Background: an optimization exercise with open tools, aiming at small area, a short achievable clock period and few clock cycles per item. Do not read the settings as production practice. Only simulation tests tie the RTL to the original design; equivalence was not proved.

==> branch maple <==
==> flow/design.v (excerpt) <==
module top(input [31:0] p,q,
           output [31:0] gcd,y,
           output done,
           input clk,start);
export LEC_CHECK = 0
export CAP_MARGIN = 20
export CORE_MARGIN = 2
export CORE_UTILIZATION = 40
export SLEW_MARGIN = 20
create_clock -name core_clock -period 85.0 [get_ports {clk}]
run.sh (not shown) runs the stock make flow with config.mk's settings and CLKGATE_MAP_FILE= SYNTH_SCRIPT=/design/flow/synth_recipe.tcl, a recipe that flattens the netlist after the stock synthesis.
==> branch nickel: changes against branch maple <==
--- a/flow/design.v
+++ b/flow/design.v
@@ -11,16 +11,17 @@
   wire [31:0] below;
   assign below[0] = 1'b0;
   genvar i;
   generate for (i = 1; i < 32; i = i + 1) begin : g_pre
     assign below[i] = below[i-1] | uv[i-1];
   end endgenerate
   wire [31:0] m0 = uv & ~below;
   wire [31:0] m1 = {m0[30:0], 1'b0};
+  wire [31:0] m2 = {m1[30:0], 1'b0};
   wire s0_pu = |(u & m0);
   wire s0_pv = |(v & m0);
   wire [31:0] s0_nu = ~u;
   wire [31:0] s0_c_g = v & s0_nu;
   wire [31:0] s0_c_p = v ^ s0_nu;
   wire s0_c_n1g = s0_c_g[1] | (s0_c_p[1] & s0_c_g[0]);
   wire s0_c_n1p = s0_c_p[1] & s0_c_p[0];
   wire s0_c_n2g = s0_c_g[3] | (s0_c_p[3] & s0_c_g[2]);
@@ -261,20 +262,22 @@
   wire s0_a_n57p = s0_a_p[30] & s0_a_n42p;
   wire [31:0] s0_a_G = {s0_a_n31g, s0_a_n57g, s0_a_n42g, s0_a_n56g, s0_a_n35g, s0_a_n55g, s0_a_n41g, s0_a_n54g, s0_a_n32g, s0_a_n53g, s0_a_n40g, s0_a_n52g, s0_a_n34g, s0_a_n51g, s0_a_n39g, s0_a_n50g, s0_a_n29g, s0_a_n49g, s0_a_n38g, s0_a_n48g, s0_a_n33g, s0_a_n47g, s0_a_n37g, s0_a_n46g, s0_a_n25g, s0_a_n45g, s0_a_n36g, s0_a_n44g, s0_a_n17g, s0_a_n43g, s0_a_n1g, s0_a_g[0]};
   wire [31:0] s0_xs = s0_a_p ^ {s0_a_G[30:0], 1'b0};
   wire [31:0] s0_un = !s0_pu ? v : s0_sw ? v : u;
   wire [31:0] s0_vn = !s0_pu ? u : s0_pv ? s0_dd : v;
   wire [31:0] s0_xn = !s0_pu ? w : s0_xs;
   wire [31:0] s0_wn = !s0_pu ? x : s0_sw ? x : w;
   wire s0_h1 = ~|(s0_vn & m1);
+  wire s0_h2 = ~|(s0_vn & m2);
   reg [31:0] s0_vh, s0_wh;
   always @* begin
     s0_vh = {1'b0, s0_vn[31:1]}; s0_wh = {s0_wn[30:0], 1'b0};
     if (s0_h1) begin s0_vh = {2'b0, s0_vn[31:2]}; s0_wh = {s0_wn[29:0], 2'b0}; end
+    if (s0_h1 & s0_h2) begin s0_vh = {3'b0, s0_vn[31:3]}; s0_wh = {s0_wn[28:0], 3'b0}; end
   end
   wire [31:0] u1 = s0_un;
   wire [31:0] v1 = s0_vh;
   wire [31:0] w1 = s0_wh;
   wire [31:0] x1 = s0_xn;
   wire s1_pu = |(u1 & m0);
   wire s1_pv = |(v1 & m0);
   wire [31:0] s1_nu = ~u1;
@@ -520,20 +523,22 @@
   wire s1_a_n57p = s1_a_p[30] & s1_a_n42p;
   wire [31:0] s1_a_G = {s1_a_n31g, s1_a_n57g, s1_a_n42g, s1_a_n56g, s1_a_n35g, s1_a_n55g, s1_a_n41g, s1_a_n54g, s1_a_n32g, s1_a_n53g, s1_a_n40g, s1_a_n52g, s1_a_n34g, s1_a_n51g, s1_a_n39g, s1_a_n50g, s1_a_n29g, s1_a_n49g, s1_a_n38g, s1_a_n48g, s1_a_n33g, s1_a_n47g, s1_a_n37g, s1_a_n46g, s1_a_n25g, s1_a_n45g, s1_a_n36g, s1_a_n44g, s1_a_n17g, s1_a_n43g, s1_a_n1g, s1_a_g[0]};
   wire [31:0] s1_xs = s1_a_p ^ {s1_a_G[30:0], 1'b0};
   wire [31:0] s1_un = s1_sw ? v1 : u1;
   wire [31:0] s1_vn = s1_pv ? s1_dd : v1;
   wire [31:0] s1_xn = s1_xs;
   wire [31:0] s1_wn = s1_sw ? x1 : w1;
   wire s1_h1 = ~|(s1_vn & m1);
+  wire s1_h2 = ~|(s1_vn & m2);
   reg [31:0] s1_vh, s1_wh;
   always @* begin
     s1_vh = {1'b0, s1_vn[31:1]}; s1_wh = {s1_wn[30:0], 1'b0};
     if (s1_h1) begin s1_vh = {2'b0, s1_vn[31:2]}; s1_wh = {s1_wn[29:0], 2'b0}; end
+    if (s1_h1 & s1_h2) begin s1_vh = {3'b0, s1_vn[31:3]}; s1_wh = {s1_wn[28:0], 3'b0}; end
   end
   wire [31:0] u2 = s1_un;
   wire [31:0] v2 = s1_vh;
   wire [31:0] w2 = s1_wh;
   wire [31:0] x2 = s1_xn;
   wire s2_pu = |(u2 & m0);
   wire s2_pv = |(v2 & m0);
   wire [31:0] s2_nu = ~u2;
@@ -779,33 +784,47 @@
   wire s2_a_n57p = s2_a_p[30] & s2_a_n42p;
   wire [31:0] s2_a_G = {s2_a_n31g, s2_a_n57g, s2_a_n42g, s2_a_n56g, s2_a_n35g, s2_a_n55g, s2_a_n41g, s2_a_n54g, s2_a_n32g, s2_a_n53g, s2_a_n40g, s2_a_n52g, s2_a_n34g, s2_a_n51g, s2_a_n39g, s2_a_n50g, s2_a_n29g, s2_a_n49g, s2_a_n38g, s2_a_n48g, s2_a_n33g, s2_a_n47g, s2_a_n37g, s2_a_n46g, s2_a_n25g, s2_a_n45g, s2_a_n36g, s2_a_n44g, s2_a_n17g, s2_a_n43g, s2_a_n1g, s2_a_g[0]};
   wire [31:0] s2_xs = s2_a_p ^ {s2_a_G[30:0], 1'b0};
   wire [31:0] s2_un = s2_sw ? v2 : u2;
   wire [31:0] s2_vn = s2_pv ? s2_dd : v2;
   wire [31:0] s2_xn = s2_xs;
   wire [31:0] s2_wn = s2_sw ? x2 : w2;
   wire s2_h1 = ~|(s2_vn & m1);
+  wire s2_h2 = ~|(s2_vn & m2);
   reg [31:0] s2_vh, s2_wh;
   always @* begin
     s2_vh = {1'b0, s2_vn[31:1]}; s2_wh = {s2_wn[30:0], 1'b0};
     if (s2_h1) begin s2_vh = {2'b0, s2_vn[31:2]}; s2_wh = {s2_wn[29:0], 2'b0}; end
+    if (s2_h1 & s2_h2) begin s2_vh = {3'b0, s2_vn[31:3]}; s2_wh = {s2_wn[28:0], 3'b0}; end
   end
   wire [31:0] nu_f = s2_un;
   wire [31:0] nv_f = s2_vh;
   wire [31:0] nw_f = s2_wh;
   wire [31:0] nx_f = s2_xn;
+  wire [31:0] pm1, qm1;
+  dec32 dec_p (.a(p), .y(pm1));
+  dec32 dec_q (.a(q), .y(qm1));
   wire fin = (v2 == 32'd0) | (v2 == u2);
   always @(posedge clk) begin
     if (start) begin
-      u <= p - 32'd1;
-      v <= q - 32'd1;
-      x <= q - 32'd1;
+      u <= pm1;
+      v <= qm1;
+      x <= qm1;
       w <= 32'd0;
     end else begin
       u <= nu_f;
       v <= nv_f;
       x <= nx_f;
       w <= nw_f;
     end
     d <= !start & fin;
   end
 endmodule
+module dec32(input [31:0] a, output [31:0] y);
+  wire [31:0] z;   
+  assign z[0] = 1'b1;
+  genvar i;
+  generate for (i = 1; i < 32; i = i + 1) begin : g_z
+    assign z[i] = ~|a[i-1:0];
+  end endgenerate
+  assign y = a ^ z;
+endmodule
==> flow/flow/run.sh (new file) <==
#!/bin/bash
# The standard layout, with two changes in how it is made:
#  - repair_timing aims for 66.5 ns of setup slack at the design's 85 ns clock
#    (the SDC is unchanged), so the resizer works on the real critical paths;
#  - ports are buffered with buf_4 instead of the slow default delay buffer.
set -euo pipefail
bash standard.sh SETUP_SLACK_MARGIN=66.5 "BUFFER_PORTS_ARGS=-buffer_cell sky130_fd_sc_hd__buf_4" finish > standard_flow.log 2>&1
==> flow/standard.sh (new file) <==
#!/bin/bash
# synth_recipe.tcl (not shown) runs the flow's synth.tcl, then flattens the netlist and writes it again
# the make line also repeats each setting of config.mk as NAME=value (left out here)
make -C /OpenROAD-flow-scripts/flow DESIGN_CONFIG=/design/flow/config.mk WORK_HOME=/design/flow/orfs CLKGATE_MAP_FILE= SYNTH_SCRIPT=/design/flow/synth_recipe.tcl "${@:-finish}"
Settings changed: ABC_AREA set to 1, SYNTH_HIERARCHICAL set to 1.
removed: flow/run.sh
==> branch xenon: changes against branch maple <==
--- a/flow/design.v
+++ b/flow/design.v
@@ -11,16 +11,17 @@
   wire [31:0] below;
   assign below[0] = 1'b0;
   genvar i;
   generate for (i = 1; i < 32; i = i + 1) begin : g_pre
     assign below[i] = below[i-1] | uv[i-1];
   end endgenerate
   wire [31:0] m0 = uv & ~below;
   wire [31:0] m1 = {m0[30:0], 1'b0};
+  wire [31:0] m2 = {m1[30:0], 1'b0};
   wire s0_pu = |(u & m0);
   wire s0_pv = |(v & m0);
   wire [31:0] s0_nu = ~u;
   wire [31:0] s0_c_g = v & s0_nu;
   wire [31:0] s0_c_p = v ^ s0_nu;
   wire s0_c_n1g = s0_c_g[1] | (s0_c_p[1] & s0_c_g[0]);
   wire s0_c_n1p = s0_c_p[1] & s0_c_p[0];
   wire s0_c_n2g = s0_c_g[3] | (s0_c_p[3] & s0_c_g[2]);
@@ -261,20 +262,22 @@
   wire s0_a_n57p = s0_a_p[30] & s0_a_n42p;
   wire [31:0] s0_a_G = {s0_a_n31g, s0_a_n57g, s0_a_n42g, s0_a_n56g, s0_a_n35g, s0_a_n55g, s0_a_n41g, s0_a_n54g, s0_a_n32g, s0_a_n53g, s0_a_n40g, s0_a_n52g, s0_a_n34g, s0_a_n51g, s0_a_n39g, s0_a_n50g, s0_a_n29g, s0_a_n49g, s0_a_n38g, s0_a_n48g, s0_a_n33g, s0_a_n47g, s0_a_n37g, s0_a_n46g, s0_a_n25g, s0_a_n45g, s0_a_n36g, s0_a_n44g, s0_a_n17g, s0_a_n43g, s0_a_n1g, s0_a_g[0]};
   wire [31:0] s0_xs = s0_a_p ^ {s0_a_G[30:0], 1'b0};
   wire [31:0] s0_un = !s0_pu ? v : s0_sw ? v : u;
   wire [31:0] s0_vn = !s0_pu ? u : s0_pv ? s0_dd : v;
   wire [31:0] s0_xn = !s0_pu ? w : s0_xs;
   wire [31:0] s0_wn = !s0_pu ? x : s0_sw ? x : w;
   wire s0_h1 = ~|(s0_vn & m1);
+  wire s0_h2 = ~|(s0_vn & m2);
   reg [31:0] s0_vh, s0_wh;
   always @* begin
     s0_vh = {1'b0, s0_vn[31:1]}; s0_wh = {s0_wn[30:0], 1'b0};
     if (s0_h1) begin s0_vh = {2'b0, s0_vn[31:2]}; s0_wh = {s0_wn[29:0], 2'b0}; end
+    if (s0_h1 & s0_h2) begin s0_vh = {3'b0, s0_vn[31:3]}; s0_wh = {s0_wn[28:0], 3'b0}; end
   end
   wire [31:0] u1 = s0_un;
   wire [31:0] v1 = s0_vh;
   wire [31:0] w1 = s0_wh;
   wire [31:0] x1 = s0_xn;
   wire s1_pu = |(u1 & m0);
   wire s1_pv = |(v1 & m0);
   wire [31:0] s1_nu = ~u1;
@@ -520,20 +523,22 @@
   wire s1_a_n57p = s1_a_p[30] & s1_a_n42p;
   wire [31:0] s1_a_G = {s1_a_n31g, s1_a_n57g, s1_a_n42g, s1_a_n56g, s1_a_n35g, s1_a_n55g, s1_a_n41g, s1_a_n54g, s1_a_n32g, s1_a_n53g, s1_a_n40g, s1_a_n52g, s1_a_n34g, s1_a_n51g, s1_a_n39g, s1_a_n50g, s1_a_n29g, s1_a_n49g, s1_a_n38g, s1_a_n48g, s1_a_n33g, s1_a_n47g, s1_a_n37g, s1_a_n46g, s1_a_n25g, s1_a_n45g, s1_a_n36g, s1_a_n44g, s1_a_n17g, s1_a_n43g, s1_a_n1g, s1_a_g[0]};
   wire [31:0] s1_xs = s1_a_p ^ {s1_a_G[30:0], 1'b0};
   wire [31:0] s1_un = s1_sw ? v1 : u1;
   wire [31:0] s1_vn = s1_pv ? s1_dd : v1;
   wire [31:0] s1_xn = s1_xs;
   wire [31:0] s1_wn = s1_sw ? x1 : w1;
   wire s1_h1 = ~|(s1_vn & m1);
+  wire s1_h2 = ~|(s1_vn & m2);
   reg [31:0] s1_vh, s1_wh;
   always @* begin
     s1_vh = {1'b0, s1_vn[31:1]}; s1_wh = {s1_wn[30:0], 1'b0};
     if (s1_h1) begin s1_vh = {2'b0, s1_vn[31:2]}; s1_wh = {s1_wn[29:0], 2'b0}; end
+    if (s1_h1 & s1_h2) begin s1_vh = {3'b0, s1_vn[31:3]}; s1_wh = {s1_wn[28:0], 3'b0}; end
   end
   wire [31:0] u2 = s1_un;
   wire [31:0] v2 = s1_vh;
   wire [31:0] w2 = s1_wh;
   wire [31:0] x2 = s1_xn;
   wire s2_pu = |(u2 & m0);
   wire s2_pv = |(v2 & m0);
   wire [31:0] s2_nu = ~u2;
@@ -779,33 +784,47 @@
   wire s2_a_n57p = s2_a_p[30] & s2_a_n42p;
   wire [31:0] s2_a_G = {s2_a_n31g, s2_a_n57g, s2_a_n42g, s2_a_n56g, s2_a_n35g, s2_a_n55g, s2_a_n41g, s2_a_n54g, s2_a_n32g, s2_a_n53g, s2_a_n40g, s2_a_n52g, s2_a_n34g, s2_a_n51g, s2_a_n39g, s2_a_n50g, s2_a_n29g, s2_a_n49g, s2_a_n38g, s2_a_n48g, s2_a_n33g, s2_a_n47g, s2_a_n37g, s2_a_n46g, s2_a_n25g, s2_a_n45g, s2_a_n36g, s2_a_n44g, s2_a_n17g, s2_a_n43g, s2_a_n1g, s2_a_g[0]};
   wire [31:0] s2_xs = s2_a_p ^ {s2_a_G[30:0], 1'b0};
   wire [31:0] s2_un = s2_sw ? v2 : u2;
   wire [31:0] s2_vn = s2_pv ? s2_dd : v2;
   wire [31:0] s2_xn = s2_xs;
   wire [31:0] s2_wn = s2_sw ? x2 : w2;
   wire s2_h1 = ~|(s2_vn & m1);
+  wire s2_h2 = ~|(s2_vn & m2);
   reg [31:0] s2_vh, s2_wh;
   always @* begin
     s2_vh = {1'b0, s2_vn[31:1]}; s2_wh = {s2_wn[30:0], 1'b0};
     if (s2_h1) begin s2_vh = {2'b0, s2_vn[31:2]}; s2_wh = {s2_wn[29:0], 2'b0}; end
+    if (s2_h1 & s2_h2) begin s2_vh = {3'b0, s2_vn[31:3]}; s2_wh = {s2_wn[28:0], 3'b0}; end
   end
   wire [31:0] nu_f = s2_un;
   wire [31:0] nv_f = s2_vh;
   wire [31:0] nw_f = s2_wh;
   wire [31:0] nx_f = s2_xn;
+  wire [31:0] pm1, qm1;
+  dec32 dec_p (.a(p), .y(pm1));
+  dec32 dec_q (.a(q), .y(qm1));
   wire fin = (v2 == 32'd0) | (v2 == u2);
   always @(posedge clk) begin
     if (start) begin
-      u <= p - 32'd1;
-      v <= q - 32'd1;
-      x <= q - 32'd1;
+      u <= pm1;
+      v <= qm1;
+      x <= qm1;
       w <= 32'd0;
     end else begin
       u <= nu_f;
       v <= nv_f;
       x <= nx_f;
       w <= nw_f;
     end
     d <= !start & fin;
   end
 endmodule
+module dec32(input [31:0] a, output [31:0] y);
+  wire [31:0] z;   
+  assign z[0] = 1'b1;
+  genvar i;
+  generate for (i = 1; i < 32; i = i + 1) begin : g_z
+    assign z[i] = ~|a[i-1:0];
+  end endgenerate
+  assign y = a ^ z;
+endmodule
Settings changed: ABC_AREA set to 1, SYNTH_HIERARCHICAL set to 1.
==> run summary <==
Branch xenon produced a clean layout. Branch nickel produced a layout that fails on antenna rules. Branch maple went through all stages and came out clean.
In branch nickel the count of clock-buffer cells in the layout is higher than in branch maple, by 1.
The highest fmax belongs to branch nickel, the lowest to branch xenon.
The highest critical path depth belongs to branch xenon, the lowest to branch nickel.
In synthesized cell count, branch xenon and branch nickel do not differ.
Between branch maple and branch nickel, the lower utilization is in branch maple (gap 0.21 points).
Synthesized area is the same in branch nickel and branch xenon.
In branch xenon the wire length is lower than in branch nickel, by 3.9%.
Non-clock buffer count, highest first: branch nickel, branch maple, branch xenon.
Setup slack: branch nickel is better than branch maple (2700 ps).
In sequential cell count, branch maple and branch nickel do not differ.
==> figures <==
item                                                                            branch nickel             branch maple              branch xenon
Slew @ Worst Pin                                                                      1270 ps                  1290 ps                   1190 ps
Clock insertion delay at the later pin of the skew report                              530 ps                   460 ps                    510 ps
Clock transition at the registers of the reported paths                                100 ps                    60 ps                     60 ps
Cell area after layout                                                             30,600 um2               28,500 um2                29,300 um2
Most common library cell in the layout ignoring fill and taps        sky130_fd_sc_hd__nand2_1  sky130_fd_sc_hd__nor2_1  sky130_fd_sc_hd__nand2_1
Number of post-CTS setup repair buffers                                                    17                        0                         0
Number of antenna violations at the first check in global routing                           4                        4                         2
Run status                                                         complete, but fails checks  timing/DRC/antenna clean  timing/DRC/antenna clean
Violated checks                                                                 antenna rules                        -                         -
Placed cell count                                                                       5,646                    4,514                     5,645
Total length of routed met3 wires                                                   15,600 um                14,300 um                 14,100 um
Height of the chip                                                                     266 um                   257 um                    266 um
WL final                                                                           125,000 um               125,000 um                120,000 um
N_diodes                                                                                    7                        0                         0
First-pass detailed-route iteration total                                                   9                        7                         7
Chip Width                                                                             266 um                   257 um                    266 um
Via density per instance                                                                 5.71                     6.53                      5.63
Most frequent cell after synthesis                                   sky130_fd_sc_hd__nand2_1  sky130_fd_sc_hd__nor2_1  sky130_fd_sc_hd__nand2_1
Starting utilization of the core area                                                   40.6%                    40.6%                     40.6%
Vias in the first global route                                                         28,400                   27,000                    28,100
Final nets                                                                              5,226                    4,023                     5,135
Total of fill cells in the finished design                                              7,444                    6,604                     7,485
Testbench counts of branch maple, summed over its fixed seeds: cycles 4,252, items 384.
Testbench counts of branch nickel, summed over its fixed seeds: cycles 3,758, items 384.
Testbench counts of branch xenon, summed over its fixed seeds: cycles 3,758, items 384.

[what the ideal ports hide]
The flow's constraints put no driver on any port. The routed layouts listed below were extracted and timed again, unchanged, in two steps. Step 1: set_driving_cell puts a clkbuf_16 on clk and a buf_2 on each other input, an assumption about the parent block. Step 2 also shifts input and output timing later by t, the mid clock arrival at the registers, as if the neighbouring blocks saw the same clock. Slacks: ideal ports / drivers / drivers and shift; pairs: ideal ports / drivers.
run	shift t [ns]	setup WS [ns]	worst slew at a driven data input, ns
branch maple	0.510	63.698 / 63.736 / 63.226	0.08
branch nickel	0.575	66.387 / 66.425 / 65.850	0.06
branch xenon	0.560	60.525 / 60.525 / 60.525	0.06
For branch nickel, which loses most, drivers alone change the setup slack by +0.038 ns; drivers and shift together by -0.537 ns.
